What follows belongs to an exercise in optimizing a design on an open flow for small area; a production flow would make more cautious choices.
In this exercise RTL edits were held to simulation tests only and were not proved equivalent to the original.
Power and IR drop assume default switching activity.

## flow/design.v

```verilog
`timescale 1ns / 1ps
module muldiv(
    input           clk,
    input           rst,
    input           mul,       
    input           sgn,       
    input  [31:0]   a,
    input  [31:0]   b,
    output [31:0]   hi,
    output [31:0]   lo
    );
    reg ph_p, ph_n;
    always @(posedge clk or posedge rst)
        if (rst) ph_p <= 1'b0;
        else     ph_p <= ~ph_p;
    always @(negedge clk or posedge rst)
        if (rst) ph_n <= 1'b0;
        else     ph_n <= ph_p;
    wire ph1 = ph_p ^ ph_n;
    wire na = sgn & a[31];
    wire nb = sgn & b[31];
    wire [31:0] ua, ub;
    cneg32 neg_a(.x(a), .n(na), .ci(1'b0), .y(ua), .any());
    cneg32 neg_b(.x(b), .n(nb), .ci(1'b0), .y(ub), .any());
    wire [31:0] k = mul ? ua : ~ub;
    reg  [31:0] st_w;
    reg  [15:0] st_u0, st_u1;
    wire [31:0] row_in  [0:16];
    wire [15:0] u0, u1;
    assign row_in[0] = ph1 ? 32'b0 : st_w;
    genvar p, j;
    generate
        for (p = 0; p < 16; p = p + 1) begin : g_row
            wire ybit = ph1 ? ua[31 - p] : ua[15 - p];
            wire bbit = ph1 ? ub[31 - p] : ub[15 - p];
            wire g    = ~mul | bbit;
            wire [31:0] y = { row_in[p][30:0], ~mul & ybit };
            wire [32:0] c;
            wire [31:0] s;
            assign c[0] = ~mul;
            for (j = 0; j < 32; j = j + 1) begin : g_cell
                wire x = k[j] & g;
                assign s[j]   = y[j] ^ x ^ c[j];
                assign c[j+1] = (y[j] & x) | (c[j] & (y[j] ^ x));
            end
            wire sel = mul | c[32];
            assign row_in[p+1] = sel ? s : y;
            assign u0[p] = mul ? (row_in[p][31] ^ c[32]) : c[32];
            assign u1[p] = row_in[p][31] & c[32];
        end
    endgenerate
    always @(negedge clk or posedge rst)
        if (rst) begin
            st_w  <= 32'b0;
            st_u0 <= 16'b0;
            st_u1 <= 16'b0;
        end else begin
            st_w  <= row_in[16];
            st_u0 <= u0;
            st_u1 <= u1;
        end
    wire [31:0] U0 = { st_u0[0],  st_u0[1],  st_u0[2],  st_u0[3],  st_u0[4],  st_u0[5],
                       st_u0[6],  st_u0[7],  st_u0[8],  st_u0[9],  st_u0[10], st_u0[11],
                       st_u0[12], st_u0[13], st_u0[14], st_u0[15],
                       u0[0],  u0[1],  u0[2],  u0[3],  u0[4],  u0[5],  u0[6],  u0[7],
                       u0[8],  u0[9],  u0[10], u0[11], u0[12], u0[13], u0[14], u0[15] };
    wire [31:0] U1 = { st_u1[0],  st_u1[1],  st_u1[2],  st_u1[3],  st_u1[4],  st_u1[5],
                       st_u1[6],  st_u1[7],  st_u1[8],  st_u1[9],  st_u1[10], st_u1[11],
                       st_u1[12], st_u1[13], st_u1[14], st_u1[15],
                       u1[0],  u1[1],  u1[2],  u1[3],  u1[4],  u1[5],  u1[6],  u1[7],
                       u1[8],  u1[9],  u1[10], u1[11], u1[12], u1[13], u1[14], u1[15] };
    wire [31:0] w = row_in[16];
    wire [31:0] mh;
    wire [32:0] hc;
    assign hc[0] = 1'b0;
    generate
        for (j = 0; j < 32; j = j + 1) begin : g_hadd
            wire u1s = (j == 0) ? 1'b0 : U1[j-1];
            assign mh[j]   = U0[j] ^ u1s ^ hc[j];
            assign hc[j+1] = (U0[j] & u1s) | (hc[j] & (U0[j] ^ u1s));
        end
    endgenerate
    wire [31:0] hi_u = mul ? mh : w;
    wire [31:0] lo_u = mul ? w : U0;
    wire n_lo = sgn & (a[31] ^ b[31]);
    wire n_hi = mul ? n_lo : na;
    wire lo_any;
    cneg32 neg_lo(.x(lo_u), .n(n_lo), .ci(1'b0), .y(lo), .any(lo_any));
    cneg32 neg_hi(.x(hi_u), .n(n_hi), .ci(mul & lo_any), .y(hi), .any());
endmodule
module cneg32(
    input  [31:0] x,
    input         n,
    input         ci,
    output [31:0] y,
    output        any
    );
    wire [32:0] o;
    assign o[0] = ci;
    genvar j;
    generate
        for (j = 0; j < 32; j = j + 1) begin : g
            assign y[j]   = x[j] ^ (n & o[j]);
            assign o[j+1] = o[j] | x[j];
        end
    endgenerate
    assign any = o[32];
endmodule
`timescale 1ns / 1ps
module cpu(
    input           clk,
    input           rst,
    output [31:0]   pc,
    input  [31:0]   imem_data,
    output          dmem_en,
    output          dmem_we,
    output [3:0]    dmem_be,
    output [9:0]    dmem_addr,
    output [31:0]   dmem_wdata,
    input  [31:0]   dmem_rdata,
    output [31:0]   out_reg6,
    output [31:0]   out_reg7,
    output [31:0]   out_reg15,
    output [31:0]   out_reg16
);
    localparam F_ADD = 5'd0, F_SUB = 5'd1, F_AND = 5'd2, F_OR = 5'd3, F_XOR = 5'd4,
               F_NOR = 5'd5, F_LUI = 5'd6, F_SLT = 5'd7, F_SLTU = 5'd8, F_SLL = 5'd9,
               F_SRL = 5'd10, F_SRA = 5'd11, F_P = 5'd12, F_HI = 5'd13, F_LO = 5'd14,
               F_CLZ = 5'd15, F_MUL = 5'd16;
    localparam H_MUL = 2'd0, H_DIV = 2'd1, H_RS = 2'd2;
    localparam S_W = 2'd0, S_H = 2'd1, S_B = 2'd2;
    reg  [31:0] pc_r;
    reg  [31:0] id_instr;
    reg  [31:0] id_pc4;
    reg         f_stall, f_is_rs, f_is_rt;
    reg  [31:0] f_rs, f_rt;
    wire        n_stall, n_is_rs, n_is_rt;
    wire [31:0] n_rs, n_rt;
    reg  [31:0] e_a, e_b, e_p;
    reg  [4:0]  e_fn;
    reg         e_hw, e_lw, e_sgn;
    reg  [1:0]  e_hsrc;
    reg         e_men, e_mwe, e_msg;
    reg  [1:0]  e_msz;
    reg         e_wena, e_mfc0;
    reg  [4:0]  e_rdc;
    reg  [31:0] m_val;
    reg  [11:0] m_addr;
    reg         m_en, m_we, m_sg;
    reg  [1:0]  m_sz;
    reg         m_wena, m_mfc0;
    reg  [4:0]  m_rdc;
    reg  [31:0] w_val;
    reg         w_wena;
    reg  [4:0]  w_rdc;
    reg  [31:0] hi_r, lo_r;
    wire        stall = n_stall;
    wire [31:0] ins = id_instr;
    wire [5:0]  op  = ins[31:26];
    wire [5:0]  fn  = ins[5:0];
    wire [4:0]  rsc = ins[25:21];
    wire [4:0]  rtc = ins[20:16];
    wire [4:0]  rdf = ins[15:11];
    wire        opR = (op == 6'b000000);
    wire d_addi    = (op == 6'b001000);
    wire d_addiu   = (op == 6'b001001);
    wire d_andi    = (op == 6'b001100);
    wire d_ori     = (op == 6'b001101);
    wire d_sltiu   = (op == 6'b001011);
    wire d_lui     = (op == 6'b001111);
    wire d_xori    = (op == 6'b001110);
    wire d_slti    = (op == 6'b001010);
    wire d_beq     = (op == 6'b000100);
    wire d_bne     = (op == 6'b000101);
    wire d_j       = (op == 6'b000010);
    wire d_jal     = (op == 6'b000011);
    wire d_bgez    = (op == 6'b000001);
    wire d_lw      = (op == 6'b100011);
    wire d_lh      = (op == 6'b100001);
    wire d_lhu     = (op == 6'b100101);
    wire d_lb      = (op == 6'b100000);
    wire d_lbu     = (op == 6'b100100);
    wire d_sw      = (op == 6'b101011);
    wire d_sh      = (op == 6'b101001);
    wire d_sb      = (op == 6'b101000);
    wire d_addu    = opR & (fn == 6'b100001);
    wire d_and     = opR & (fn == 6'b100100);
    wire d_jr      = opR & (fn == 6'b001000);
    wire d_xor     = opR & (fn == 6'b100110);
    wire d_nor     = opR & (fn == 6'b100111);
    wire d_or      = opR & (fn == 6'b100101);
    wire d_sll     = opR & (fn == 6'b000000);
    wire d_sllv    = opR & (fn == 6'b000100);
    wire d_sltu    = opR & (fn == 6'b101011);
    wire d_sra     = opR & (fn == 6'b000011);
    wire d_srl     = opR & (fn == 6'b000010);
    wire d_subu    = opR & (fn == 6'b100011);
    wire d_add     = opR & (fn == 6'b100000);
    wire d_sub     = opR & (fn == 6'b100010);
    wire d_slt     = opR & (fn == 6'b101010);
    wire d_srlv    = opR & (fn == 6'b000110);
    wire d_srav    = opR & (fn == 6'b000111);
    wire d_divu    = opR & (fn == 6'b011011);
    wire d_jalr    = opR & (fn == 6'b001001);
    wire d_mfhi    = opR & (fn == 6'b010000);
    wire d_mflo    = opR & (fn == 6'b010010);
    wire d_mthi    = opR & (fn == 6'b010001);
    wire d_mtlo    = opR & (fn == 6'b010011);
    wire d_multu   = opR & (fn == 6'b011001);
    wire d_syscall = opR & (fn == 6'b001100);
    wire d_div     = opR & (fn == 6'b011010);
    wire d_teq     = opR & (fn == 6'b110100);
    wire d_break   = opR & (fn == 6'b001101);
    wire d_clz     = (op == 6'b011100) & (fn == 6'b100000);
    wire d_mul     = (op == 6'b011100) & (fn == 6'b000010);
    wire d_eret    = (op == 6'b010000) & (fn == 6'b011000);
    wire d_mfc0    = (ins[31:21] == 11'b01000000000) & (ins[10:3] == 8'b0);
    wire d_mtc0    = (ins[31:21] == 11'b01000000100) & (ins[10:3] == 8'b0);
    wire d_load  = d_lw | d_lh | d_lhu | d_lb | d_lbu;
    wire d_store = d_sw | d_sh | d_sb;
    wire rs_rena = d_addi | d_addiu | d_andi | d_ori | d_sltiu | d_xori | d_slti | d_addu |
                   d_and | d_beq | d_bne | d_jr | d_xor | d_nor | d_or | d_sllv | d_sltu |
                   d_subu | d_add | d_sub | d_slt | d_srlv | d_srav | d_clz | d_divu |
                   d_jalr | d_load | d_store | d_mul | d_multu | d_teq | d_div;
    wire rt_rena = d_addu | d_and | d_beq | d_bne | d_xor | d_nor | d_or | d_sll | d_sllv |
                   d_sltu | d_sra | d_srl | d_subu | d_add | d_sub | d_slt | d_srlv |
                   d_srav | d_divu | d_store | d_mtc0 | d_mul | d_multu | d_teq | d_div;
    wire grp_r   = d_add | d_addu | d_sub | d_subu | d_and | d_or | d_xor | d_nor | d_slt |
                   d_sltu | d_sll | d_srl | d_sra | d_sllv | d_srlv | d_srav | d_clz |
                   d_jalr | d_mfhi | d_mflo | d_mul;
    wire grp_i   = d_addi | d_addiu | d_andi | d_ori | d_xori | d_load | d_slti | d_sltiu |
                   d_lui | d_mfc0;
    wire rd_wena = grp_r | grp_i | d_jal;
    wire [4:0] rd_addr = grp_i ? rtc : (d_jal ? 5'd31 : rdf);
    wire b_imm    = d_addi | d_addiu | d_andi | d_ori | d_xori | d_slti | d_sltiu | d_load |
                    d_store | d_lui;
    wire imm_sign = d_addi | d_addiu | d_sltiu | d_slti;
    wire [31:0] imm = { {16{imm_sign & ins[15]}}, ins[15:0] };
    reg [4:0] d_fn;
    always @(*) begin
        if (d_sub | d_subu)              d_fn = F_SUB;
        else if (d_and | d_andi)         d_fn = F_AND;
        else if (d_or | d_ori)           d_fn = F_OR;
        else if (d_xor | d_xori)         d_fn = F_XOR;
        else if (d_nor)                  d_fn = F_NOR;
        else if (d_lui)                  d_fn = F_LUI;
        else if (d_slt | d_slti)         d_fn = F_SLT;
        else if (d_sltu | d_sltiu)       d_fn = F_SLTU;
        else if (d_sll | d_sllv)         d_fn = F_SLL;
        else if (d_srl | d_srlv)         d_fn = F_SRL;
        else if (d_sra | d_srav)         d_fn = F_SRA;
        else if (d_jal | d_jalr | d_mfc0 | d_store) d_fn = F_P;
        else if (d_mfhi)                 d_fn = F_HI;
        else if (d_mflo)                 d_fn = F_LO;
        else if (d_clz)                  d_fn = F_CLZ;
        else if (d_mul)                  d_fn = F_MUL;
        else                             d_fn = F_ADD;
    end
    wire [1023:0] gflat;
    wire [31:0]   gvalid;
    assign gflat[31:0] = 32'b0;
    assign gvalid[0]   = 1'b0;
    wire wb_we = w_wena & (w_rdc != 5'd0);
    genvar gi;
    generate
        for (gi = 1; gi < 32; gi = gi + 1) begin : g_gpr
            reg [31:0] q;
            wire we = wb_we & (w_rdc == gi);
            if (gi == 6 || gi == 7 || gi == 15 || gi == 16) begin : g_rst
                always @(posedge clk or posedge rst)
                    if (rst)     q <= 32'b0;
                    else if (we) q <= w_val;
                assign gvalid[gi] = 1'b1;
            end else begin : g_val
                reg v;
                always @(posedge clk)
                    if (we) q <= w_val;
                always @(posedge clk or posedge rst)
                    if (rst)     v <= 1'b0;
                    else if (we) v <= 1'b1;
                assign gvalid[gi] = v;
            end
            assign gflat[gi*32 +: 32] = q;
        end
    endgenerate
    assign out_reg6  = g_gpr[6].q;
    assign out_reg7  = g_gpr[7].q;
    assign out_reg15 = g_gpr[15].q;
    assign out_reg16 = g_gpr[16].q;
    wire [31:0] rf_rs_q = gflat[rsc*32 +: 32] & {32{gvalid[rsc]}};
    wire [31:0] rf_rt_q = gflat[rtc*32 +: 32] & {32{gvalid[rtc]}};
    wire        byp_rs  = w_wena & (w_rdc == rsc);
    wire        byp_rt  = w_wena & (w_rdc == rtc);
    wire [31:0] rf_rs = (rs_rena & (rsc != 5'd0)) ? (byp_rs ? w_val : rf_rs_q) : 32'b0;
    wire [31:0] rf_rt = (rt_rena & (rtc != 5'd0)) ? (byp_rt ? w_val : rf_rt_q) : 32'b0;
    wire [31:0] rs_v = n_is_rs ? n_rs : rf_rs;
    wire [31:0] rt_v = n_is_rt ? n_rt : rf_rt;
    wire [1023:0] cflat;
    wire [31:0]   cvalid;
    wire [31:0]   status;
    wire [31:0]   epc;
    wire exc = status[0] & ((d_syscall & status[1]) | (d_break & status[2]) | (d_teq & status[3]));
    wire [4:0] cause = d_break ? 5'b01001 : (d_syscall ? 5'b01000 : (d_teq ? 5'b01101 : 5'b0));
    wire [31:0] epc_in;
    dec30 epc_dec(.x(id_pc4[31:2]), .y(epc_in[31:2]));
    assign epc_in[1:0] = id_pc4[1:0];
    generate
        for (gi = 0; gi < 32; gi = gi + 1) begin : g_c0
            reg [31:0] q;
            wire wsel = d_mtc0 & (rdf == gi);
            if (gi == 12) begin : g_st
                always @(posedge clk or posedge rst)
                    if (rst)         q <= 32'b0;
                    else if (wsel)   q <= rt_v;
                    else if (d_mtc0) q <= q;
                    else if (exc)    q <= { q[26:0], 5'b0 };
                    else if (d_eret) q <= { 5'b0, q[31:5] };
                assign cvalid[gi] = 1'b1;
            end else if (gi == 13) begin : g_ca
                always @(posedge clk or posedge rst)
                    if (rst)                  q <= 32'b0;
                    else if (wsel)            q <= rt_v;
                    else if (~d_mtc0 & exc)   q <= { 25'd0, cause, 2'd0 };
                assign cvalid[gi] = 1'b1;
            end else if (gi == 14) begin : g_epc
                always @(posedge clk or posedge rst)
                    if (rst)                  q <= 32'b0;
                    else if (wsel)            q <= rt_v;
                    else if (~d_mtc0 & exc)   q <= epc_in;
                assign cvalid[gi] = 1'b1;
            end else begin : g_val
                reg v;
                always @(posedge clk)
                    if (wsel) q <= rt_v;
                always @(posedge clk or posedge rst)
                    if (rst)       v <= 1'b0;
                    else if (wsel) v <= 1'b1;
                assign cvalid[gi] = v;
            end
            assign cflat[gi*32 +: 32] = q;
        end
    endgenerate
    assign status = g_c0[12].q;
    assign epc    = g_c0[14].q;
    wire [31:0] c0_rd = cflat[rdf*32 +: 32] & {32{cvalid[rdf]}};
    wire eq = (rs_v == rt_v);
    wire branch = (d_beq & eq) | (d_bne & ~eq) | (d_bgez & ~rs_v[31]) | d_j | d_jr | d_jal |
                  d_jalr | (d_teq & eq) | (~d_teq & exc);
    wire btaken = (d_beq | d_bne | d_bgez) & branch;
    wire [31:0] pc4_if, baddr;
    inc30 pc_inc(.x(pc_r[31:2]), .y(pc4_if[31:2]));
    assign pc4_if[1:0] = pc_r[1:0];
    wire [1:0] baddr_hi_unused;
    add32 br_add(.a({ 2'b0, id_pc4[31:2] }), .b({ {16{ins[15]}}, ins[15:0] }), .ci(1'b0),
                 .s({ baddr_hi_unused, baddr[31:2] }), .co());
    assign baddr[1:0] = id_pc4[1:0];
    wire [31:0] jaddr  = { id_pc4[31:28], ins[25:0], 2'b00 };
    wire [31:0] npc = d_eret          ? epc :
                      btaken          ? baddr :
                      (d_j | d_jal)   ? jaddr :
                      (d_jr | d_jalr) ? rs_v :
                      exc             ? 32'h00400004 : pc4_if;
    assign pc = pc_r;
    always @(posedge clk or posedge rst)
        if (rst)         pc_r <= 32'h00400000;
        else if (~stall) pc_r <= npc;
    always @(posedge clk or posedge rst)
        if (rst)         id_instr <= 32'b0;
        else if (branch) id_instr <= 32'b0;
        else if (~stall) id_instr <= imem_data;
    always @(posedge clk)
        if (~stall) id_pc4 <= pc4_if;
    wire e_load = e_men & ~e_mwe;
    always @(posedge clk or posedge rst)
        if (rst) begin
            e_wena <= 1'b0; e_men <= 1'b0; e_hw <= 1'b0; e_lw <= 1'b0;
        end else if (stall) begin
            e_wena <= 1'b0; e_men <= 1'b0; e_hw <= 1'b0; e_lw <= 1'b0;
        end else begin
            e_wena <= rd_wena;
            e_men  <= d_load | d_store;
            e_hw   <= d_mul | d_multu | d_div | d_divu | d_mthi;
            e_lw   <= d_mul | d_multu | d_div | d_divu | d_mtlo;
        end
    always @(posedge clk) begin
        e_a    <= (d_sll | d_srl | d_sra) ? { 27'b0, ins[10:6] } : rs_v;
        e_b    <= b_imm ? imm : rt_v;
        e_p    <= (d_jal | d_jalr) ? id_pc4 : (d_mfc0 ? c0_rd : rt_v);
        e_fn   <= d_fn;
        e_sgn  <= d_mul | d_div;
        e_hsrc <= (d_div | d_divu) ? H_DIV : ((d_mthi | d_mtlo) ? H_RS : H_MUL);
        e_mwe  <= d_store;
        e_msz  <= (d_lh | d_lhu | d_sh) ? S_H : ((d_lb | d_lbu | d_sb) ? S_B : S_W);
        e_msg  <= d_lh | d_lb;
        e_rdc  <= rd_addr;
        e_mfc0 <= d_mfc0;
    end
    wire [31:0] A = e_a;
    wire [31:0] B = e_b;
    wire        sub = (e_fn == F_SUB) | (e_fn == F_SLT) | (e_fn == F_SLTU);
    wire [32:0] sum;
    add32 alu_add(.a(A), .b(B ^ {32{sub}}), .ci(sub), .s(sum[31:0]), .co(sum[32]));
    wire        lt_u = ~sum[32];
    wire        lt_s = (A[31] ^ B[31]) ? A[31] : sum[31];
    function [31:0] rev32(input [31:0] x);
        integer k;
        for (k = 0; k < 32; k = k + 1) rev32[k] = x[31 - k];
    endfunction
    wire        sh_left = (e_fn == F_SLL);
    wire        sh_fill = (e_fn == F_SRA) & B[31];
    wire        sh_big  = |A[31:5];
    wire [31:0] sh_in   = sh_left ? rev32(B) : B;
    wire [63:0] sh_ext  = { {32{sh_fill}}, sh_in } >> A[4:0];
    wire [31:0] sh_r    = sh_big ? {32{sh_fill}} : sh_ext[31:0];
    wire [31:0] sh_out  = sh_left ? rev32(sh_r) : sh_r;
    reg [5:0] clz;
    integer ci;
    always @(*) begin
        clz = 6'd32;
        for (ci = 0; ci < 32; ci = ci + 1)
            if (A[ci]) clz = 6'd31 - ci[5:0];
    end
    wire [31:0] md_hi, md_lo;
    muldiv muldiv_inst(
        .clk(clk), .rst(rst), .mul(e_hsrc == H_MUL), .sgn(e_sgn),
        .a(A), .b(B), .hi(md_hi), .lo(md_lo));
    reg [31:0] ex_val;
    always @(*) begin
        case (e_fn)
            F_ADD:   ex_val = sum[31:0];
            F_SUB:   ex_val = sum[31:0];
            F_AND:   ex_val = A & B;
            F_OR:    ex_val = A | B;
            F_XOR:   ex_val = A ^ B;
            F_NOR:   ex_val = ~(A | B);
            F_LUI:   ex_val = { B[15:0], 16'b0 };
            F_SLT:   ex_val = { 31'b0, lt_s };
            F_SLTU:  ex_val = { 31'b0, lt_u };
            F_SLL:   ex_val = sh_out;
            F_SRL:   ex_val = sh_out;
            F_SRA:   ex_val = sh_out;
            F_P:     ex_val = e_p;
            F_HI:    ex_val = hi_r;
            F_LO:    ex_val = lo_r;
            F_CLZ:   ex_val = { 26'b0, clz };
            F_MUL:   ex_val = md_lo;
            default: ex_val = sum[31:0];
        endcase
    end
    wire [31:0] ex_fwd = e_mfc0 ? 32'b0 : ex_val;
    always @(posedge clk or posedge rst)
        if (rst) begin
            hi_r <= 32'b0;
            lo_r <= 32'b0;
        end else begin
            if (e_hw) hi_r <= (e_hsrc == H_RS) ? A : md_hi;
            if (e_lw) lo_r <= (e_hsrc == H_RS) ? A : md_lo;
        end
    always @(posedge clk or posedge rst)
        if (rst) begin
            m_en   <= 1'b0;
            m_wena <= 1'b0;
        end else begin
            m_en   <= e_men;
            m_wena <= e_wena;
        end
    always @(posedge clk) begin
        m_val  <= ex_val;
        m_addr <= sum[11:0];
        m_we   <= e_mwe;
        m_sz   <= e_msz;
        m_sg   <= e_msg;
        m_rdc  <= e_rdc;
        m_mfc0 <= e_mfc0;
    end
    wire [1:0] alo = m_addr[1:0];
    assign dmem_en   = m_en;
    assign dmem_we   = m_we;
    assign dmem_addr = m_addr[11:2];
    assign dmem_be   = (m_sz == S_W) ? 4'b1111 :
                       (m_sz == S_H) ? ((alo == 2'b00) ? 4'b0011 : ((alo == 2'b10) ? 4'b1100 : 4'b0000)) :
                       (4'b0001 << alo);
    assign dmem_wdata = (m_sz == S_W) ? m_val :
                        (m_sz == S_H) ? { m_val[15:0], m_val[15:0] } : {4{m_val[7:0]}};
    reg [31:0] ld;
    always @(*) begin
        case (m_sz)
            S_H: begin
                case (alo)
                    2'b00:   ld = { {16{m_sg & dmem_rdata[15]}}, dmem_rdata[15:0] };
                    2'b10:   ld = { {16{m_sg & dmem_rdata[31]}}, dmem_rdata[31:16] };
                    default: ld = 32'b0;
                endcase
            end
            S_B: begin
                case (alo)
                    2'b00:   ld = { {24{m_sg & dmem_rdata[7]}},  dmem_rdata[7:0] };
                    2'b01:   ld = { {24{m_sg & dmem_rdata[15]}}, dmem_rdata[15:8] };
                    2'b10:   ld = { {24{m_sg & dmem_rdata[23]}}, dmem_rdata[23:16] };
                    default: ld = { {24{m_sg & dmem_rdata[31]}}, dmem_rdata[31:24] };
                endcase
            end
            default: ld = dmem_rdata;
        endcase
    end
    wire        m_load  = m_en & ~m_we;
    wire [31:0] wb_in   = m_load ? ld : m_val;
    wire [31:0] mem_fwd = m_mfc0 ? 32'b0 : wb_in;
    always @(posedge clk or posedge rst)
        if (rst) w_wena <= 1'b0;
        else     w_wena <= m_wena;
    always @(posedge clk) begin
        w_val <= wb_in;
        w_rdc <= m_rdc;
    end
    wire ex_hit_rs  = e_wena & rs_rena & (e_rdc == rsc);
    wire ex_hit_rt  = e_wena & rt_rena & (e_rdc == rtc);
    wire mem_hit_rs = m_wena & rs_rena & (m_rdc == rsc);
    wire mem_hit_rt = m_wena & rt_rena & (m_rdc == rtc);
    assign n_stall = ~f_stall & (ex_hit_rs | ex_hit_rt) & e_load;
    assign n_is_rs = f_stall ? f_is_rs : (ex_hit_rs | mem_hit_rs);
    assign n_is_rt = f_stall ? f_is_rt : (ex_hit_rt | mem_hit_rt);
    assign n_rs = f_stall ? (f_is_rs ? mem_fwd : f_rs) :
                  ex_hit_rs ? (e_load ? f_rs : ex_fwd) :
                  mem_hit_rs ? mem_fwd : f_rs;
    assign n_rt = f_stall ? ((~f_is_rs & f_is_rt) ? mem_fwd : f_rt) :
                  ex_hit_rt ? (e_load ? f_rt : ex_fwd) :
                  mem_hit_rt ? mem_fwd : f_rt;
    always @(posedge clk or posedge rst)
        if (rst) begin
            f_stall <= 1'b0;
            f_is_rs <= 1'b0;
            f_is_rt <= 1'b0;
            f_rs    <= 32'b0;
            f_rt    <= 32'b0;
        end else begin
            f_stall <= n_stall;
            f_is_rs <= n_is_rs;
            f_is_rt <= n_is_rt;
            f_rs    <= n_rs;
            f_rt    <= n_rt;
        end
endmodule
module add32(
    input  [31:0] a,
    input  [31:0] b,
    input         ci,
    output [31:0] s,
    output        co
    );
    wire [32:0] c;
    assign c[0] = ci;
    genvar j;
    generate
        for (j = 0; j < 32; j = j + 1) begin : g
            assign s[j]   = a[j] ^ b[j] ^ c[j];
            assign c[j+1] = (a[j] & b[j]) | (c[j] & (a[j] ^ b[j]));
        end
    endgenerate
    assign co = c[32];
endmodule
module inc30(
    input  [29:0] x,
    output [29:0] y
    );
    wire [30:0] c;
    assign c[0] = 1'b1;
    genvar j;
    generate
        for (j = 0; j < 30; j = j + 1) begin : g
            assign y[j]   = x[j] ^ c[j];
            assign c[j+1] = x[j] & c[j];
        end
    endgenerate
endmodule
module dec30(
    input  [29:0] x,
    output [29:0] y
    );
    wire [30:0] bw;
    assign bw[0] = 1'b1;
    genvar j;
    generate
        for (j = 0; j < 30; j = j + 1) begin : g
            assign y[j]    = x[j] ^ bw[j];
            assign bw[j+1] = ~x[j] & bw[j];
        end
    endgenerate
endmodule
```

## flow/run.sh

```bash
#!/bin/bash
# synth_recipe.tcl (not shown) runs the flow's synth.tcl, then flattens the netlist and writes it again
# the make line also repeats each setting of config.mk as NAME=value (left out here)
make -C /OpenROAD-flow-scripts/flow DESIGN_CONFIG=/design/flow/config.mk WORK_HOME=/design/flow/orfs CLKGATE_MAP_FILE= SYNTH_SCRIPT=/design/flow/synth_recipe.tcl finish
```

## flow/config.mk

```make
export PLATFORM = sky130hd
export DESIGN_NAME = cpu
export DESIGN_NICKNAME = cpu
export VERILOG_FILES = /design/flow/design.v
export SDC_FILE = /design/flow/constraint.sdc
export NUM_CORES = 8
export LEC_CHECK = 0
export CAP_MARGIN = 20
export CORE_MARGIN = 2
export CORE_UTILIZATION = 30
export PLACE_DENSITY = 0.4
export SLEW_MARGIN = 20
```

## flow/constraint.sdc

```tcl
create_clock -name core_clock -period 500.0 [get_ports {clk}]
set_input_delay 100.0000 -clock core_clock [delete_from_list [all_inputs] [get_ports {clk}]]
set_output_delay 100.0000 -clock core_clock [all_outputs]
set_load 0.01 [all_outputs]
```

==> results.tsv, run 1 <==
stage	metric	value	unit
power	combinational share of power	28.3	%
power	net switching power	258	uW
worst_setup_path	slowest stage delay, CP	490	ps
clock_tree	CTS tree	built	
routing	M1 WL	315	mm
power	Static Leakage	63.4	nW
worst_setup_path	CP Depth	620	
clock_tree	Worst-path clk slew	60	ps
timing	final setup violating endpoints	0	
power	Reg power frac	39.4	%
worst_setup_path	critical path arrival	492730	ps
floorplanning	die height	714	um
worst_setup_path	critical path class	flip-flop to flip-flop	
timing	Final Slew Violations	0	
finish	Synth-to-Final Area Change	15.6	%
finish	most common cell after layout, fill and taps aside	edfxtp_1	
clock_tree	Skew-Pair Late Insertion Delay	1000	ps
routing	Vias/cell	5.89	
floorplanning	num ports	274	
global_routing	vias in the first global route	114000	
power	Clk. pwr	231	uW
power	Comb group	203	uW
clock_tree	CTS Hold Bufs	0	
finish	filler cell count in the final layout	49000	
routing	WL met3	53.8	mm
worst_setup_path	reg-to-reg startpoint	muldiv_inst.ph_n	
power	Largest Pwr Group	registers	
worst_setup_path	Top delay family on crit path	adder cells	
power	power per cell area	4.10	mW/mm2
place	Final GP Congestion	1.01	
global_routing	largest net degree at the start of global routing	117	
logic_synthesis	synthesis-stage register bit count	2576	
logic_synthesis	Ys Warns	2	
worst_setup_path	reg2reg path depth	620	
global_routing	first-pass GRT wire length	1020	mm
place	Port Buffer Count	273	
routing	wire length on met2	341	mm
worst_setup_path	CP Launch Point	muldiv_inst.ph_n	
logic_synthesis	Post-synth ARST share	21.2	%
clock_tree	TritonCTS sink count	2576	
finish	fin cells	19300	
logic_synthesis	mapped cell area	0.151	mm2
hold_path	Hold WC Path Type	flip-flop to flip-flop	
finish	# nets final	13100	
finish	commonest non-fill, non-tap cells in the layout	edfxtp_1 (1824), nor2_1 (1096), nand2_1 (1085), mux4_2 (911), a21oi_1 (603)	
clock_tree	CTS buffer count	314	
routing	highest routed layer	met5	
timing	clk_skew	119	ps
power	VDD IR-drop max	0.00287	mV
power	Internal	459	uW
floorplanning	row cnt	260	
timing	final worst setup slack	8120	ps
worst_setup_path	crit path to	hi_r[31]	
status	outcome	no timing/DRC/antenna violations	
floorplanning	die width	714	um
hold_path	hold wc startpoint	e_msz[1]	
timing	relative slew slack	4.12	%
finish	Design Area, Final	0.175	mm2
worst_setup_path	crit path launch type	flip-flop	
logic_synthesis	Unique masters post-synth	115	
logic_synthesis	Seq/Total Area, Yosys	47.9	%
routing	1st-iter DRT viols	13600	
global_routing	grt ovf	0	
timing	Hold Slack	348	ps
clock_tree	root buffer cell	clkbuf_16	
timing	Least-Margin Pin Slew	1430	ps
floorplanning	Starting Density	30.2	%
logic_synthesis	Mean Syn Cell Area	12.6	um2
routing	Post-DRT Antenna Nets	0	
place	hpwl dp	544	mm
timing	Setup Total Neg Slack	0	ps
power	sw frac	36.0	%
hold_path	Endpoint, Worst Hold	m_sz[1]	
worst_setup_path	Crit path required time	500860	ps
routing	routed len/inst	39.1	um
floorplanning	core area	0.502	mm2
logic_synthesis	share of the synthesized area in the top cell type	36.2	%
worst_setup_path	Worst Setup End Kind	flip-flop	
routing	vias	114000	
global_routing	initial antenna violation count	77	
global_routing	GRT Util Overall	28.9	%
power	Seq. pwr	283	uW
clock_tree	number of H-tree levels	5	
routing	DRC Markers	0	
worst_setup_path	Critical Path Fanout Max	31	
floorplanning	Die ar.	0.510	mm2
hold_path	hold depth	0	
worst_setup_path	crit path max-delay cell type	fa_1	
worst_setup_path	FF-to-FF setup slack	8120	ps
logic_synthesis	Top FF cell, synth	edfxtp_1	
logic_synthesis	Synth area leaders	edfxtp_1 (36%), mux4_2 (14%), dfrtp_1 (8.0%), fa_1 (7.9%), nor2_1 (2.9%)	
logic_synthesis	Synth area leader	edfxtp_1	
place	DP Worst Slack	1130	ps
flow_run	max cap viols	0	
routing	WL final	753	mm
power	clock power share	32.2	%
worst_setup_path	CP Buf/Inv Count	41	
place	placed cell areas	0.164	mm2
logic_synthesis	Mapped Cells	12000	
logic_synthesis	EDFF count, synth	1824	
worst_setup_path	Reg-to-Reg End	hi_r[31]	
timing	final hold vios	0	
logic_synthesis	Syn Nets	12800	
finish	layout cells sized above 1	22.6	%
clock_tree	CTS max path bufs	4	
worst_setup_path	Worst path most repeated cell	fa_1	
routing	first-pass iteration count of the detailed router	9	
place	placed cells	18600	
## area by class of cell
class	count	area (um2)	share of cell area, %
diodes	77	193	0.110
clock buffers	441	8740	5.00
clock inverters	134	1450	0.830
inverters	385	1470	0.840
multi-input cells	8138	75000	42.8
flip-flops and latches	2576	72600	41.5
well taps	6681	8360	4.78
repair buffers	853	7150	4.08
## sequential cells by signal, summed over array words and instances, names as in the netlist, 29 cells and up
register                      flops
m_val                            32
g_c0.q                         1024
muldiv_inst.st_w                 32
f_rt                             32
id_pc4                           32
w_val                            32
id_instr                         32
hi_r                             32
g_c0.genblk1.genblk1.g_val.v     29
f_rs                             32
e_b                              32
e_p                              32
g_gpr.q                         992
pc_r                             32
lo_r                             32
e_a                              32
## cell usage after synthesis (86+ instances only)
library cell  count
a21oi_1         648
a221oi_1         89
a22o_1          120
a22oi_1         121
a31oi_1          96
and2_1           88
buf_1           131
buf_2           145
clkbuf_1        610
dfrtp_1         482
dfxtp_1         205
edfxtp_1       1824
fa_1            600
ha_1            141
inv_1           373
mux2_2          366
mux2i_1         191
mux4_2          911
nand2_1        1087
nand2b_1        148
nand3_1         158
nor2_1         1166
nor3_1          107
o211ai_1         86
o21ai_0         461
o22ai_1          94
or2_2           111
xnor2_1         159
## kinds of logic after synthesis
kind of cell / Yosys count / share of synthesized area [%]
AOI/OAI and AO/OA: 2477 / 11.0
buffers and inverters: 1310 / 3.48
DFF: 2576 / 47.9
adders and majority gates: 741 / 9.10
muxes: 1469 / 17.5
xor gates and xnor gates: 212 / 1.23
and+or+nand+nor: 3239 / 9.70
## per-stage QoR
step	utilization [%]	power (mW)
after floorplan	-	0.374
final	34.9	0.717
after detailed placement	32.7	0.485
after global placement	32.7	0.484
after global routing	34.8	0.738
after CTS	34.7	0.718
## metal layers
| metal | track usage (%) | vias up |
|---|---|---|
| met4 | 13.9 | 20 |
| met5 | 0 | - |
| met3 | 5.30 | 1241 |
| met2 | 45.1 | 5257 |
| met1 | 38.8 | 61000 |
| li1 | - | 46000 |
## timing repair
| item | in CTS | in global routing |
|---|---|---|
| gates resized for setup | 0 | 75 |
| buffers inserted | 0 | 22 |
| endpoints found under the setup margin | 0 | 118 |
==> inputs of run 2 (changes only) <==
--- a/flow/design.v
+++ b/flow/design.v
@@ -4,4 +4,6 @@
     input           rst,
+    input           ph1,       
     input           mul,       
-    input           sgn,       
+    input           sga,       
+    input           sgb,       
     input  [31:0]   a,
@@ -11,12 +13,4 @@
     );
-    reg ph_p, ph_n;
-    always @(posedge clk or posedge rst)
-        if (rst) ph_p <= 1'b0;
-        else     ph_p <= ~ph_p;
-    always @(negedge clk or posedge rst)
-        if (rst) ph_n <= 1'b0;
-        else     ph_n <= ph_p;
-    wire ph1 = ph_p ^ ph_n;
-    wire na = sgn & a[31];
-    wire nb = sgn & b[31];
+    wire na = sga & a[31];
+    wire nb = sgb & b[31];
     wire [31:0] ua, ub;
@@ -24,3 +18,3 @@
     cneg32 neg_b(.x(b), .n(nb), .ci(1'b0), .y(ub), .any());
-    wire [31:0] k = mul ? ua : ~ub;
+    wire [31:0] k = ub ^ {32{~mul}};
     reg  [31:0] st_w;
@@ -33,11 +27,10 @@
         for (p = 0; p < 16; p = p + 1) begin : g_row
-            wire ybit = ph1 ? ua[31 - p] : ua[15 - p];
-            wire bbit = ph1 ? ub[31 - p] : ub[15 - p];
-            wire g    = ~mul | bbit;
-            wire [31:0] y = { row_in[p][30:0], ~mul & ybit };
+            localparam POL = p % 2;
+            wire abit = ph1 ? ua[31 - p] : ua[15 - p];
+            wire [31:0] y = { row_in[p][30:0], (~mul & abit) ^ POL[0] };
             wire [32:0] c;
             wire [31:0] s;
-            assign c[0] = ~mul;
+            assign c[0] = ~mul ^ POL[0];
             for (j = 0; j < 32; j = j + 1) begin : g_cell
-                wire x = k[j] & g;
+                wire x = k[j] ^ POL[0];
                 assign s[j]   = y[j] ^ x ^ c[j];
@@ -45,6 +38,8 @@
             end
-            wire sel = mul | c[32];
-            assign row_in[p+1] = sel ? s : y;
-            assign u0[p] = mul ? (row_in[p][31] ^ c[32]) : c[32];
-            assign u1[p] = row_in[p][31] & c[32];
+            wire co   = c[32] ^ POL[0];
+            wire top  = row_in[p][31] ^ POL[0];
+            wire sel  = mul ? abit : co;
+            assign row_in[p+1] = ~(sel ? s : y);
+            assign u0[p] = mul ? (top ^ (sel & co)) : co;
+            assign u1[p] = sel & top & co;
         end
@@ -84,3 +79,3 @@
     wire [31:0] lo_u = mul ? w : U0;
-    wire n_lo = sgn & (a[31] ^ b[31]);
+    wire n_lo = na ^ nb;
     wire n_hi = mul ? n_lo : na;
@@ -126,5 +121,4 @@
     localparam F_ADD = 5'd0, F_SUB = 5'd1, F_AND = 5'd2, F_OR = 5'd3, F_XOR = 5'd4,
-               F_NOR = 5'd5, F_LUI = 5'd6, F_SLT = 5'd7, F_SLTU = 5'd8, F_SLL = 5'd9,
-               F_SRL = 5'd10, F_SRA = 5'd11, F_P = 5'd12, F_HI = 5'd13, F_LO = 5'd14,
-               F_CLZ = 5'd15, F_MUL = 5'd16;
+               F_NOR = 5'd5, F_LUI = 5'd6, F_SLT = 5'd7, F_SLTU = 5'd8, F_MDHI = 5'd9,
+               F_P = 5'd12, F_HI = 5'd13, F_LO = 5'd14, F_CLZ = 5'd15, F_MUL = 5'd16;
     localparam H_MUL = 2'd0, H_DIV = 2'd1, H_RS = 2'd2;
@@ -140,3 +134,3 @@
     reg  [4:0]  e_fn;
-    reg         e_hw, e_lw, e_sgn;
+    reg         e_hw, e_lw, e_sga, e_sgb;
     reg  [1:0]  e_hsrc;
@@ -157,2 +151,10 @@
     wire        stall = n_stall;
+    reg ph_p, ph_n;
+    always @(posedge clk or posedge rst)
+        if (rst) ph_p <= 1'b0;
+        else     ph_p <= ~ph_p;
+    always @(negedge clk or posedge rst)
+        if (rst) ph_n <= 1'b0;
+        else     ph_n <= ph_p;
+    wire ph1 = ph_p ^ ph_n;
     wire [31:0] ins = id_instr;
@@ -238,2 +240,21 @@
     wire [31:0] imm = { {16{imm_sign & ins[15]}}, ins[15:0] };
+    wire d_sh_l   = d_sll | d_sllv;
+    wire d_sh_ra  = d_sra | d_srav;
+    wire d_sh_any = d_sll | d_srl | d_sra | d_sllv | d_srlv | d_srav;
+    wire d_sh_var = d_sllv | d_srlv | d_srav;
+    wire [4:0] sh_k   = d_sh_var ? rs_v[4:0] : ins[10:6];
+    wire       sh_big = d_sh_var & (|rs_v[31:5]);
+    wire [31:0] sh_oh = 32'b1 << sh_k;
+    wire [31:0] sh_ohr;
+    assign sh_ohr[0] = sh_oh[0];
+    genvar si;
+    generate
+        for (si = 1; si < 32; si = si + 1) begin : g_ohr
+            assign sh_ohr[si] = sh_oh[32 - si];
+        end
+    endgenerate
+    wire [31:0] sh_pow = d_sh_l  ? (sh_big ? 32'b0 : sh_oh) :
+                         d_sh_ra ? (sh_big ? 32'b1 : sh_ohr) :
+                                   (sh_big ? 32'b0 : sh_ohr);
+    wire sh_hi = d_sh_any & ~d_sh_l & ((sh_k != 5'd0) | sh_big);
     reg [4:0] d_fn;
@@ -248,5 +269,4 @@
         else if (d_sltu | d_sltiu)       d_fn = F_SLTU;
-        else if (d_sll | d_sllv)         d_fn = F_SLL;
-        else if (d_srl | d_srlv)         d_fn = F_SRL;
-        else if (d_sra | d_srav)         d_fn = F_SRA;
+        else if (sh_hi)                  d_fn = F_MDHI;
+        else if (d_sh_any)               d_fn = F_MUL;
         else if (d_jal | d_jalr | d_mfc0 | d_store) d_fn = F_P;
@@ -289,4 +309,9 @@
     assign out_reg16 = g_gpr[16].q;
-    wire [31:0] rf_rs_q = gflat[rsc*32 +: 32] & {32{gvalid[rsc]}};
-    wire [31:0] rf_rt_q = gflat[rtc*32 +: 32] & {32{gvalid[rtc]}};
+    wire [4:0]  rf_ra = ph1 ? rsc : rtc;
+    wire [31:0] rf_q  = gflat[rf_ra*32 +: 32] & {32{gvalid[rf_ra]}};
+    reg  [31:0] rf_rs_q;
+    always @(negedge clk or posedge rst)
+        if (rst) rf_rs_q <= 32'b0;
+        else     rf_rs_q <= rf_q;
+    wire [31:0] rf_rt_q = rf_q;
     wire        byp_rs  = w_wena & (w_rdc == rsc);
@@ -385,7 +410,8 @@
     always @(posedge clk) begin
-        e_a    <= (d_sll | d_srl | d_sra) ? { 27'b0, ins[10:6] } : rs_v;
-        e_b    <= b_imm ? imm : rt_v;
+        e_a    <= d_sh_any ? rt_v : rs_v;
+        e_b    <= d_sh_any ? sh_pow : (b_imm ? imm : rt_v);
         e_p    <= (d_jal | d_jalr) ? id_pc4 : (d_mfc0 ? c0_rd : rt_v);
         e_fn   <= d_fn;
-        e_sgn  <= d_mul | d_div;
+        e_sga  <= d_mul | d_div | d_sh_ra;
+        e_sgb  <= d_mul | d_div;
         e_hsrc <= (d_div | d_divu) ? H_DIV : ((d_mthi | d_mtlo) ? H_RS : H_MUL);
@@ -404,13 +430,2 @@
     wire        lt_s = (A[31] ^ B[31]) ? A[31] : sum[31];
-    function [31:0] rev32(input [31:0] x);
-        integer k;
-        for (k = 0; k < 32; k = k + 1) rev32[k] = x[31 - k];
-    endfunction
-    wire        sh_left = (e_fn == F_SLL);
-    wire        sh_fill = (e_fn == F_SRA) & B[31];
-    wire        sh_big  = |A[31:5];
-    wire [31:0] sh_in   = sh_left ? rev32(B) : B;
-    wire [63:0] sh_ext  = { {32{sh_fill}}, sh_in } >> A[4:0];
-    wire [31:0] sh_r    = sh_big ? {32{sh_fill}} : sh_ext[31:0];
-    wire [31:0] sh_out  = sh_left ? rev32(sh_r) : sh_r;
     reg [5:0] clz;
@@ -424,3 +439,3 @@
     muldiv muldiv_inst(
-        .clk(clk), .rst(rst), .mul(e_hsrc == H_MUL), .sgn(e_sgn),
+        .clk(clk), .rst(rst), .ph1(ph1), .mul(e_hsrc == H_MUL), .sga(e_sga), .sgb(e_sgb),
         .a(A), .b(B), .hi(md_hi), .lo(md_lo));
@@ -438,8 +453,6 @@
             F_SLTU:  ex_val = { 31'b0, lt_u };
-            F_SLL:   ex_val = sh_out;
-            F_SRL:   ex_val = sh_out;
-            F_SRA:   ex_val = sh_out;
+            F_MDHI:  ex_val = md_hi;
             F_P:     ex_val = e_p;
-            F_HI:    ex_val = hi_r;
-            F_LO:    ex_val = lo_r;
+            F_HI:    ex_val = hi_r & {32{hi_v}};
+            F_LO:    ex_val = lo_r & {32{lo_v}};
             F_CLZ:   ex_val = { 26'b0, clz };
@@ -450,9 +463,14 @@
     wire [31:0] ex_fwd = e_mfc0 ? 32'b0 : ex_val;
+    reg hi_v, lo_v;
+    always @(posedge clk) begin
+        if (e_hw) hi_r <= (e_hsrc == H_RS) ? A : md_hi;
+        if (e_lw) lo_r <= (e_hsrc == H_RS) ? A : md_lo;
+    end
     always @(posedge clk or posedge rst)
         if (rst) begin
-            hi_r <= 32'b0;
-            lo_r <= 32'b0;
+            hi_v <= 1'b0;
+            lo_v <= 1'b0;
         end else begin
-            if (e_hw) hi_r <= (e_hsrc == H_RS) ? A : md_hi;
-            if (e_lw) lo_r <= (e_hsrc == H_RS) ? A : md_lo;
+            if (e_hw) hi_v <= 1'b1;
+            if (e_lw) lo_v <= 1'b1;
         end
--- a/flow/config.mk
+++ b/flow/config.mk
@@ -7,2 +7,3 @@
 export LEC_CHECK = 0
+export ABC_AREA = 1
 export CAP_MARGIN = 20
==> run 2 against run 1 <==
Against the previous run:
- the layout now fails its checks (capacitance limit, slew limit)
- critical endpoint is now pc_r[10]
- sequential cell count is 35 higher
- area after synthesis is 8.9% lower
- synthesized cell count is 16% higher
- via count is 2.5% lower
- register-to-register slack better by 2300 ps
- global-route usage is 2.3 points lower
- utilization is 0.15 points higher
- first-iteration DRC count is 13% lower
- worst hold slack better by 2.2 ps
- sequential power is 1% higher
==> results.tsv, run 2 <==
stage	metric	value	unit
status	outcome	failed layout checks	
status	layout check faults	capacitance limit, slew limit	
worst_setup_path	slowest stage delay, CP	480	ps
worst_setup_path	crit path to	pc_r[10]	
power	net switching power	306	uW
routing	WL final	639	mm
clock_tree	CTS tree	built	
clock_tree	CTS buffer count	319	
finish	# nets final	15000	
power	Largest Pwr Group	registers	
worst_setup_path	reg2reg path depth	730	
worst_setup_path	critical path class	flip-flop to flip-flop	
logic_synthesis	Top FF cell, synth	edfxtp_1	
logic_synthesis	simple-gate share of the synthesized area	18.4	%
finish	layout cells sized above 1	9.97	%
finish	fin cells	20600	
floorplanning	num ports	274	
timing	final setup violating endpoints	0	
worst_setup_path	Reg-to-Reg End	pc_r[10]	
floorplanning	row cnt	248	
logic_synthesis	Mean Syn Cell Area	9.86	um2
routing	first-pass iteration count of the detailed router	8	
logic_synthesis	share of the synthesized area in the top cell type	41.1	%
worst_setup_path	Critical Path Fanout Max	24	
finish	filler cell count in the final layout	46700	
routing	1st-iter DRT viols	11900	
clock_tree	TritonCTS sink count	2611	
finish	most common cell after layout, fill and taps aside	nand2_1	
worst_setup_path	CP Buf/Inv Count	113	
logic_synthesis	Unique masters post-synth	84	
logic_synthesis	Synth area leader	edfxtp_1	
global_routing	initial antenna violation count	67	
clock_tree	Skew-Pair Late Insertion Delay	990	ps
finish	biggest regs	g_c0.q: 1024 flops, g_gpr.q: 992 flops	
power	VDD IR-drop max	0.00261	mV
logic_synthesis	post-synthesis xor/xnor area fraction	1.04	%
power	sw frac	39.2	%
logic_synthesis	EDFF count, synth	1888	
logic_synthesis	Seq/Total Area, Yosys	53.5	%
flow_run	max cap viols	4	
place	Final GP Congestion	0.974	
worst_setup_path	crit path launch type	flip-flop	
floorplanning	core area	0.457	mm2
floorplanning	die height	682	um
logic_synthesis	mux cell area share after synthesis	0.0145	%
timing	clk_skew	142	ps
clock_tree	root buffer cell	clkbuf_16	
place	hpwl dp	435	mm
logic_synthesis	Synth Area in Compound Gates	12.1	%
finish	commonest non-fill, non-tap cells in the layout	nand2_1 (3307), edfxtp_1 (1888), nand3_1 (1269), inv_1 (1024), o21ai_0 (789)	
floorplanning	die width	682	um
power	clock power share	29.9	%
power	combinational share of power	33.4	%
floorplanning	Die ar.	0.465	mm2
place	Port Buffer Count	273	
finish	Synth-to-Final Area Change	16.0	%
power	Reg power frac	36.7	%
routing	DRC Markers	0	
timing	relative slew slack	-133	%
routing	Post-DRT Antenna Nets	0	
worst_setup_path	CP Depth	914	
power	Clk. pwr	234	uW
timing	Final Slew Violations	9	
worst_setup_path	FF-to-FF setup slack	10460	ps
logic_synthesis	cell with the most instances after synthesis	nand2_1	
global_routing	largest net degree at the start of global routing	152	
global_routing	vias in the first global route	107000	
floorplanning	Starting Density	30.2	%
logic_synthesis	Synth area leaders	edfxtp_1 (41%), nand2_1 (9.1%), fa_1 (8.3%), dfrtp_1 (7.6%), nand3_1 (4.6%)	
clock_tree	Worst-path clk slew	60	ps
timing	Least-Margin Pin Slew	3460	ps
logic_synthesis	synthesis-stage register bit count	2611	
worst_setup_path	Worst Setup End Kind	flip-flop	
routing	Vias/cell	5.38	
hold_path	hold wc startpoint	e_rdc[4]	
worst_setup_path	critical path arrival	490410	ps
clock_tree	number of H-tree levels	5	
global_routing	GRT Util Overall	26.6	%
routing	routed len/inst	31.1	um
hold_path	Hold WC Path Type	flip-flop to flip-flop	
power	Seq. pwr	287	uW
finish	Reg with most FFs	g_c0.q	
clock_tree	CTS Hold Bufs	0	
logic_synthesis	mapped cell area	0.138	mm2
logic_synthesis	Syn Nets	14800	
logic_synthesis	Post-Synth Adder-Cell Area	9.54	%
hold_path	hold depth	0	
worst_setup_path	Worst path most repeated cell	fa_1	
power	Static Leakage	64.9	nW
worst_setup_path	reg-to-reg startpoint	ph_n	
timing	Hold Slack	351	ps
finish	max FFs per register	1024	
finish	area of the multi-input gates	0.0579	mm2
logic_synthesis	largest family of logic cells by synthesized area	simple AND/OR/NAND/NOR gates	
worst_setup_path	Crit path required time	500870	ps
logic_synthesis	Post-synth ARST share	19.8	%
power	Comb group	261	uW
global_routing	grt ovf	0	
worst_setup_path	CP Launch Point	ph_n	
logic_synthesis	synth cell count leaders	nand2_1 (3335), edfxtp_1 (1888), nand3_1 (1276), inv_1 (1043), o21ai_0 (796)	
power	power per cell area	4.89	mW/mm2
hold_path	Endpoint, Worst Hold	m_rdc[4]	
power	Power Total	782	uW
finish	register area	0.0738	mm2
worst_setup_path	crit path max-delay cell type	fa_1	
routing	vias	111000	
place	placed cells	19900	
global_routing	first-pass GRT wire length	880	mm
logic_synthesis	Ys Warns	2	
logic_synthesis	Mapped Cells	14000	
clock_tree	CTS max path bufs	4	
timing	final hold vios	0	
worst_setup_path	Top delay family on crit path	adder cells	
power	Internal	476	uW
## run 2: changes by cell type in the layout (fill, tap and decap cells not counted), sizes merged, moves of 403 or more
cell | before | now
a22oi | 121 | 556
inv | 388 | 1099
mux4 | 911 | 0
nand2 | 1087 | 3369
nand3 | 158 | 1284
nor2 | 1167 | 764
## run 2: through the flow
stage,instance area [um2],setup TNS (ps),utilization [%],setup WS [ps]
after global routing,160000,-777,35.0,-66.3
final,160000,0,35.0,10460
after CTS,159000,0,34.8,795
after detailed placement,149000,0,32.5,730
after global placement,149000,0,32.5,1990
after floorplan,138000,0,-,14590
## run 2: area by class of cell
type                            instances  area share [%]
Antenna cell                           21          0.0328
Clock buffer                          451            5.58
Clock inverter                        125           0.866
Inverter                             1108            2.64
Multi-Input combinational cell       9467            36.2
Sequential cell                      2611            46.1
Tap cell                             6125            4.79
Timing Repair Buffer                  677            3.79
## run 2: logic make-up after synthesis
family,after synthesis
and+or+nand+nor,5930
AOI/OAI and AO/OA,2653
DFF,2611
buffers and inverters,1917
adders and majority gates,709
xor gates and xnor gates,164
muxes,2
## run 2: routing by layer
metal	global-route usage (%)	share of wire [%]	vias up	routed length (um)
met5	0	0.011	-	72
met4	9.31	4.1	10	26400
met3	3.00	5.8	896	37300
met2	42.2	46	4113	292000
met1	37.7	44	56900	284000
li1	-	-	48800	-
## run 2: what timing repair did
item                       in CTS  in global routing
setup buffers                   0                 31
setup endpoints to repair       0               1324
gates resized for setup         0                162
==> inputs of run 3 (changes only) <==
--- a/flow/design.v
+++ b/flow/design.v
@@ -19,2 +19,10 @@
     wire [31:0] k = ub ^ {32{~mul}};
+    wire [31:0] zb;
+    assign zb[31] = 1'b1;
+    genvar zi;
+    generate
+        for (zi = 30; zi >= 0; zi = zi - 1) begin : g_zb
+            assign zb[zi] = zb[zi+1] & ~ub[zi+1];
+        end
+    endgenerate
     reg  [31:0] st_w;
@@ -40,6 +48,7 @@
             wire top  = row_in[p][31] ^ POL[0];
-            wire sel  = mul ? abit : co;
+            wire q    = ph1 ? (zb[p] & (c[p+1] ^ POL[0])) : (zb[p+16] & (c[p+17] ^ POL[0]));
+            wire sel  = mul ? abit : q;
             assign row_in[p+1] = ~(sel ? s : y);
-            assign u0[p] = mul ? (top ^ (sel & co)) : co;
-            assign u1[p] = sel & top & co;
+            assign u0[p] = mul ? (top ^ (abit & co)) : q;
+            assign u1[p] = abit & top & co;
         end
--- a/flow/config.mk
+++ b/flow/config.mk
@@ -11,2 +11,4 @@
 export CORE_UTILIZATION = 30
+export CTS_BUF_LIST = sky130_fd_sc_hd__clkbuf_8
+export CTS_CLUSTER_SIZE = 20
 export PLACE_DENSITY = 0.4
==> run 3 against run 2 <==
Against the previous run:
- the run now finishes clean
- global-route usage shrank 0.48 points
- non-clock buffer count shrank 27
- synthesized cell count fell by 1.4%
- sequential power hardly changed
- highest routed layer unchanged
- clock power fell by 17%
- area after synthesis rose by 2.0%
- routed wire length decreased by 0.57%
- combinational power is 2% lower
- die area increased by 2.0%
- critical endpoint is now pc_r[1]
- final cell count increased by 0.56%
==> results.tsv, run 3 <==
stage	metric	value	unit
status	outcome	no timing/DRC/antenna violations	
flow_run	max cap viols	0	
global_routing	M2 GR Usage	41.4	%
timing	RSZ-0062 raised after global routing	no	
clock_tree	CTS max path bufs	4	
clock_tree	Skew-Pair Late Insertion Delay	1240	ps
power	combinational share of power	34.8	%
logic_synthesis	Synth area leader	edfxtp_1	
timing	Least-Margin Pin Slew	1280	ps
finish	# nets final	14900	
clock_tree	post-cts resize count	0	
routing	1st-iter DRT viols	11100	
hold_path	Hold WC Path Type	flip-flop to flip-flop	
global_routing	largest net degree at the start of global routing	151	
worst_setup_path	Top delay family on crit path	adder cells	
worst_setup_path	reg2reg path depth	630	
global_routing	initial antenna violation count	60	
hold_path	Endpoint, Worst Hold	m_sz[1]	
power	Internal	437	uW
place	Port Buffer Count	273	
power	Static Leakage	62.6	nW
worst_setup_path	slowest stage delay, CP	670	ps
floorplanning	num ports	274	
finish	Design Area, Final	0.160	mm2
power	Comb group	257	uW
global_routing	grt ovf	0	
logic_synthesis	Mapped Cells	13800	
floorplanning	Die ar.	0.474	mm2
routing	Vias/cell	5.33	
finish	max FFs per register	1024	
power	Reg power frac	38.8	%
logic_synthesis	synth cell count leaders	nand2_1 (3172), edfxtp_1 (1888), nand3_1 (993), inv_1 (942), o21ai_0 (785)	
clock_tree	TritonCTS sink count	2611	
worst_setup_path	critical path arrival	445620	ps
timing	Hold Slack	349	ps
power	power per cell area	4.62	mW/mm2
hold_path	hold depth	0	
power	VDD IR-drop max	0.00463	mV
logic_synthesis	Syn Nets	14600	
worst_setup_path	reg-to-reg startpoint	ph_n	
clock_tree	CTS tree	built	
place	hpwl dp	440	mm
logic_synthesis	cell with the most instances after synthesis	nand2_1	
global_routing	gr busiest metal	met2	
floorplanning	die height	689	um
clock_tree	setup bufs post-CTS	0	
worst_setup_path	critical path class	flip-flop to flip-flop	
worst_setup_path	FF-to-FF setup slack	55460	ps
timing	final setup violating endpoints	0	
worst_setup_path	Reg-to-Reg End	pc_r[1]	
logic_synthesis	Seq/Total Area, Yosys	52.4	%
clock_tree	root buffer cell	clkbuf_8	
routing	first-pass iteration count of the detailed router	8	
logic_synthesis	mapped cell area	0.141	mm2
place	placed cell areas	0.151	mm2
logic_synthesis	Synth area leaders	edfxtp_1 (40%), nand2_1 (8.5%), fa_1 (8.1%), dfrtp_1 (7.5%), nand3_1 (3.5%)	
clock_tree	number of H-tree levels	5	
floorplanning	row cnt	251	
global_routing	first-pass GRT wire length	879	mm
timing	Final Slew Violations	0	
global_routing	GRT Util Overall	26.1	%
logic_synthesis	synthesis-stage register bit count	2611	
worst_setup_path	Worst path most repeated cell	fa_1	
timing	relative slew slack	13.6	%
worst_setup_path	Crit path required time	501080	ps
logic_synthesis	Top FF cell, synth	edfxtp_1	
power	Largest Pwr Group	registers	
logic_synthesis	Unique masters post-synth	97	
finish	layout cells sized above 1	12.6	%
timing	clk_skew	240	ps
clock_tree	Worst-path clk slew	70	ps
worst_setup_path	CP Buf/Inv Count	97	
routing	Post-DRT Antenna Nets	0	
floorplanning	die width	689	um
logic_synthesis	Post-synth ARST share	19.8	%
hold_path	hold wc startpoint	e_msz[1]	
finish	most common cell after layout, fill and taps aside	nand2_1	
worst_setup_path	crit path launch type	flip-flop	
global_routing	vias in the first global route	107000	
power	Seq. pwr	286	uW
power	sw frac	40.7	%
clock_tree	CTS buffer count	455	
worst_setup_path	CP Depth	630	
worst_setup_path	Critical Path Fanout Max	50	
routing	routed len/inst	30.7	um
timing	Setup Total Neg Slack	0	ps
clock_tree	CTS Hold Bufs	0	
finish	Reg with most FFs	g_c0.q	
routing	DRC Markers	0	
worst_setup_path	CP Launch Point	ph_n	
logic_synthesis	Ys Warns	2	
logic_synthesis	Mean Syn Cell Area	10.2	um2
logic_synthesis	EDFF count, synth	1888	
power	Clk. pwr	195	uW
timing	final hold vios	0	
global_routing	met1 global-route usage	36.6	%
floorplanning	Starting Density	30.1	%
floorplanning	core area	0.467	mm2
power	clock power share	26.5	%
worst_setup_path	crit path max-delay cell type	clkinv_1	
routing	vias	110000	
routing	WL final	636	mm
finish	Synth-to-Final Area Change	13.6	%
logic_synthesis	share of the synthesized area in the top cell type	40.3	%
finish	biggest regs	g_c0.q: 1024 flops, g_gpr.q: 992 flops	
place	Final GP Congestion	0.962	
worst_setup_path	crit path to	pc_r[1]	
worst_setup_path	Worst Setup End Kind	flip-flop	
power	net switching power	301	uW
finish	commonest non-fill, non-tap cells in the layout	nand2_1 (3149), edfxtp_1 (1888), inv_1 (1148), nand3_1 (990), o21ai_0 (782)	
global_routing	M3 GR Usage	3.63	%
run 3: changes by cell type after synthesis, moves of 34 or more:
cell	delta
or2_2	-59
mux2_2	+34
nand2_1	-163
nand3_2	+127
buf_2	-95
inv_1	-101
nand2_4	+46
a21oi_1	+75
nand3_1	-283
nand2_2	+79
nor2_1	-76
clkbuf_8	+82
run 3: cell families after synthesis:
group                      Yosys count  share of synthesized area (%)
muxes                               44                          0.365
AOI/OAI and AO/OA                 2772                           12.7
xor gates and xnor gates           165                           1.05
and+or+nand+nor                   5668                           18.4
DFF                               2611                           52.4
buffers and inverters             1818                           5.70
adders and majority gates          709                           9.36
run 3: area by class of cell:
| class | instances | area (um2) |
|---|---|---|
| antenna | 25 | 62.6 |
| multi-input combinational | 9358 | 59800 |
| clock inverter | 347 | 1860 |
| timing repair buffer | 650 | 5670 |
| tap | 6198 | 7750 |
| sequential | 2611 | 73800 |
| fill | 47700 | 307000 |
| clock buffer | 507 | 6980 |
| inverter | 1005 | 3830 |
run 3: per-layer routing:
layer  part of all wire [%]  vias to the layer above
met3                    6.1                      922
met1                     44                    56600
met4                    3.8                       16
met2                     46                     4123
met5                  0.017                        -
li1                       -                    48600
run 3: through the flow:
step | std cells | total power [mW] | worst slack [ps] | util, %
after floorplan | 13800 | 0.422 | 70950 | -
after global placement | 19800 | 0.548 | 55700 | 32.3
after detailed placement | 19800 | 0.546 | 54150 | 32.3
after CTS | 20700 | 0.743 | 54370 | 34.2
after global routing | 20700 | 0.775 | 44960 | 34.2
final | 20700 | 0.738 | 55460 | 34.2
==> inputs of run 4 (changes only) <==
--- a/flow/config.mk
+++ b/flow/config.mk
@@ -11,4 +11,2 @@
 export CORE_UTILIZATION = 30
-export CTS_BUF_LIST = sky130_fd_sc_hd__clkbuf_8
-export CTS_CLUSTER_SIZE = 20
 export PLACE_DENSITY = 0.4
==> run 4 against run 3 <==
Against the previous run:
- clock-buffer cell count is 80 lower
- sequential cell count is the same
- register-to-register slack got worse by 270 ps
==> results.tsv, run 4 <==
stage	metric	value	unit
worst_setup_path	critical path arrival	445660	ps
clock_tree	number of H-tree levels	5	
logic_synthesis	synthesis-stage register bit count	2611	
timing	Final Slew Violations	0	
finish	Synth-to-Final Area Change	14.3	%
timing	RSZ-0062 raised after global routing	no	
finish	area of the multi-input gates	0.0598	mm2
worst_setup_path	reg2reg path depth	630	
logic_synthesis	Mapped Cells	13800	
place	Final GP Congestion	0.962	
flow_run	max cap viols	0	
worst_setup_path	FF-to-FF setup slack	55190	ps
global_routing	initial antenna violation count	63	
clock_tree	CTS Hold Bufs	0	
power	combinational share of power	33.3	%
routing	routed len/inst	31.1	um
power	power per cell area	4.78	mW/mm2
worst_setup_path	crit path max-delay cell type	clkinv_1	
logic_synthesis	Unique masters post-synth	97	
global_routing	vias in the first global route	106000	
worst_setup_path	reg-to-reg startpoint	ph_n	
place	placed cell areas	0.151	mm2
finish	fin cells	20400	
hold_path	Hold WC Path Type	flip-flop to flip-flop	
global_routing	first-pass GRT wire length	878	mm
logic_synthesis	Top FF cell, synth	edfxtp_1	
logic_synthesis	Post-synth ARST share	19.8	%
floorplanning	Starting Density	30.1	%
hold_path	hold depth	0	
global_routing	GRT Util Overall	26.1	%
worst_setup_path	Top delay family on crit path	adder cells	
finish	layout cells sized above 1	12.0	%
floorplanning	Die ar.	0.474	mm2
finish	biggest regs	g_c0.q: 1024 flops, g_gpr.q: 992 flops	
floorplanning	die height	689	um
timing	clk_skew	127	ps
floorplanning	die width	689	um
power	Comb group	256	uW
routing	1st-iter DRT viols	11800	
timing	final worst setup slack	55190	ps
timing	Least-Margin Pin Slew	1320	ps
worst_setup_path	CP Buf/Inv Count	97	
worst_setup_path	Worst path most repeated cell	fa_1	
routing	vias	110000	
clock_tree	TritonCTS sink count	2611	
worst_setup_path	slowest stage delay, CP	670	ps
power	Seq. pwr	286	uW
global_routing	grt ovf	0	
logic_synthesis	synth cell count leaders	nand2_1 (3172), edfxtp_1 (1888), nand3_1 (993), inv_1 (942), o21ai_0 (785)	
worst_setup_path	crit path to	pc_r[1]	
logic_synthesis	Mean Syn Cell Area	10.2	um2
worst_setup_path	Critical Path Fanout Max	50	
power	net switching power	302	uW
power	Static Leakage	62.1	nW
logic_synthesis	EDFF count, synth	1888	
place	placed cells	19800	
finish	register area	0.0738	mm2
status	outcome	no timing/DRC/antenna violations	
hold_path	hold wc startpoint	e_rdc[3]	
power	Internal	466	uW
clock_tree	CTS tree	built	
logic_synthesis	Synth area leaders	edfxtp_1 (40%), nand2_1 (8.5%), fa_1 (8.1%), dfrtp_1 (7.5%), nand3_1 (3.5%)	
logic_synthesis	share of the synthesized area in the top cell type	40.3	%
worst_setup_path	CP Launch Point	ph_n	
finish	most common cell after layout, fill and taps aside	nand2_1	
power	Clk. pwr	226	uW
power	VDD IR-drop max	0.00694	mV
routing	Post-DRT Antenna Nets	0	
finish	# nets final	14700	
worst_setup_path	Worst Setup End Kind	flip-flop	
global_routing	largest net degree at the start of global routing	151	
finish	Util after Layout	34.4	%
finish	filler cell count in the final layout	47500	
finish	max FFs per register	1024	
worst_setup_path	critical path class	flip-flop to flip-flop	
clock_tree	Worst-path clk slew	60	ps
clock_tree	setup bufs post-CTS	0	
place	DP Worst Slack	54150	ps
power	clock power share	29.4	%
power	Power Total	769	uW
finish	Reg with most FFs	g_c0.q	
floorplanning	row cnt	251	
worst_setup_path	CP Depth	630	
finish	commonest non-fill, non-tap cells in the layout	nand2_1 (3149), edfxtp_1 (1888), nand3_1 (990), inv_1 (927), o21ai_0 (781)	
logic_synthesis	Synth area leader	edfxtp_1	
clock_tree	CTS max path bufs	4	
worst_setup_path	Crit path required time	500850	ps
logic_synthesis	cell with the most instances after synthesis	nand2_1	
clock_tree	root buffer cell	clkbuf_16	
power	Reg power frac	37.3	%
place	Port Buffer Count	273	
logic_synthesis	Ys Warns	2	
worst_setup_path	Reg-to-Reg End	pc_r[1]	
power	sw frac	39.3	%
timing	relative slew slack	10.8	%
routing	first-pass iteration count of the detailed router	6	
floorplanning	num ports	274	
logic_synthesis	mapped cell area	0.141	mm2
logic_synthesis	Syn Nets	14600	
clock_tree	post-cts resize count	0	
timing	Hold Slack	352	ps
place	hpwl dp	440	mm
worst_setup_path	crit path launch type	flip-flop	
logic_synthesis	Seq/Total Area, Yosys	52.4	%
timing	final setup violating endpoints	0	
routing	Vias/cell	5.37	
timing	final hold vios	0	
routing	DRC Markers	0	
floorplanning	core area	0.467	mm2
finish	Design Area, Final	0.161	mm2
timing	Setup Total Neg Slack	0	ps
hold_path	Endpoint, Worst Hold	m_rdc[3]	
clock_tree	CTS buffer count	309	
power	Largest Pwr Group	registers	
routing	WL final	634	mm
clock_tree	Skew-Pair Late Insertion Delay	1000	ps
-- run 4: cell count changes in the layout (fill, tap and decap cells not counted), sizes merged --
cell    before  now
diode       25   23
bufinv       9   10
clkinv     119  128
clkbuf     508  427
inv       1219  995
-- run 4: area by class of cell --
class	count	share of cell area (%)
inverter	1005	2.39
clock inverter	133	0.777
antenna	23	0.0358
tap	6198	4.82
multi-input combinational	9358	37.2
timing repair buffer	649	3.52
sequential	2611	45.9
clock buffer	427	5.39
-- run 4: metal layers --
metal,wire length (um),track usage [%]
met5,368,0.388
met4,25500,9.18
met3,38800,3.49
met2,289000,41.3
met1,281000,36.6
-- run 4: kinds of logic (layout without fill, tap and decap cells) --
group                      Yosys count  in the layout  share of synthesized area (%)
AOI/OAI and AO/OA                 2772           2772                           12.7
adders and majority gates          709            709                           9.36
and+or+nand+nor                   5668           5668                           18.4
other                                0             23                              0
muxes                               44             44                          0.365
DFF                               2611           2611                           52.4
buffers and inverters             1818           2214                           5.70
xor gates and xnor gates           165            165                           1.05
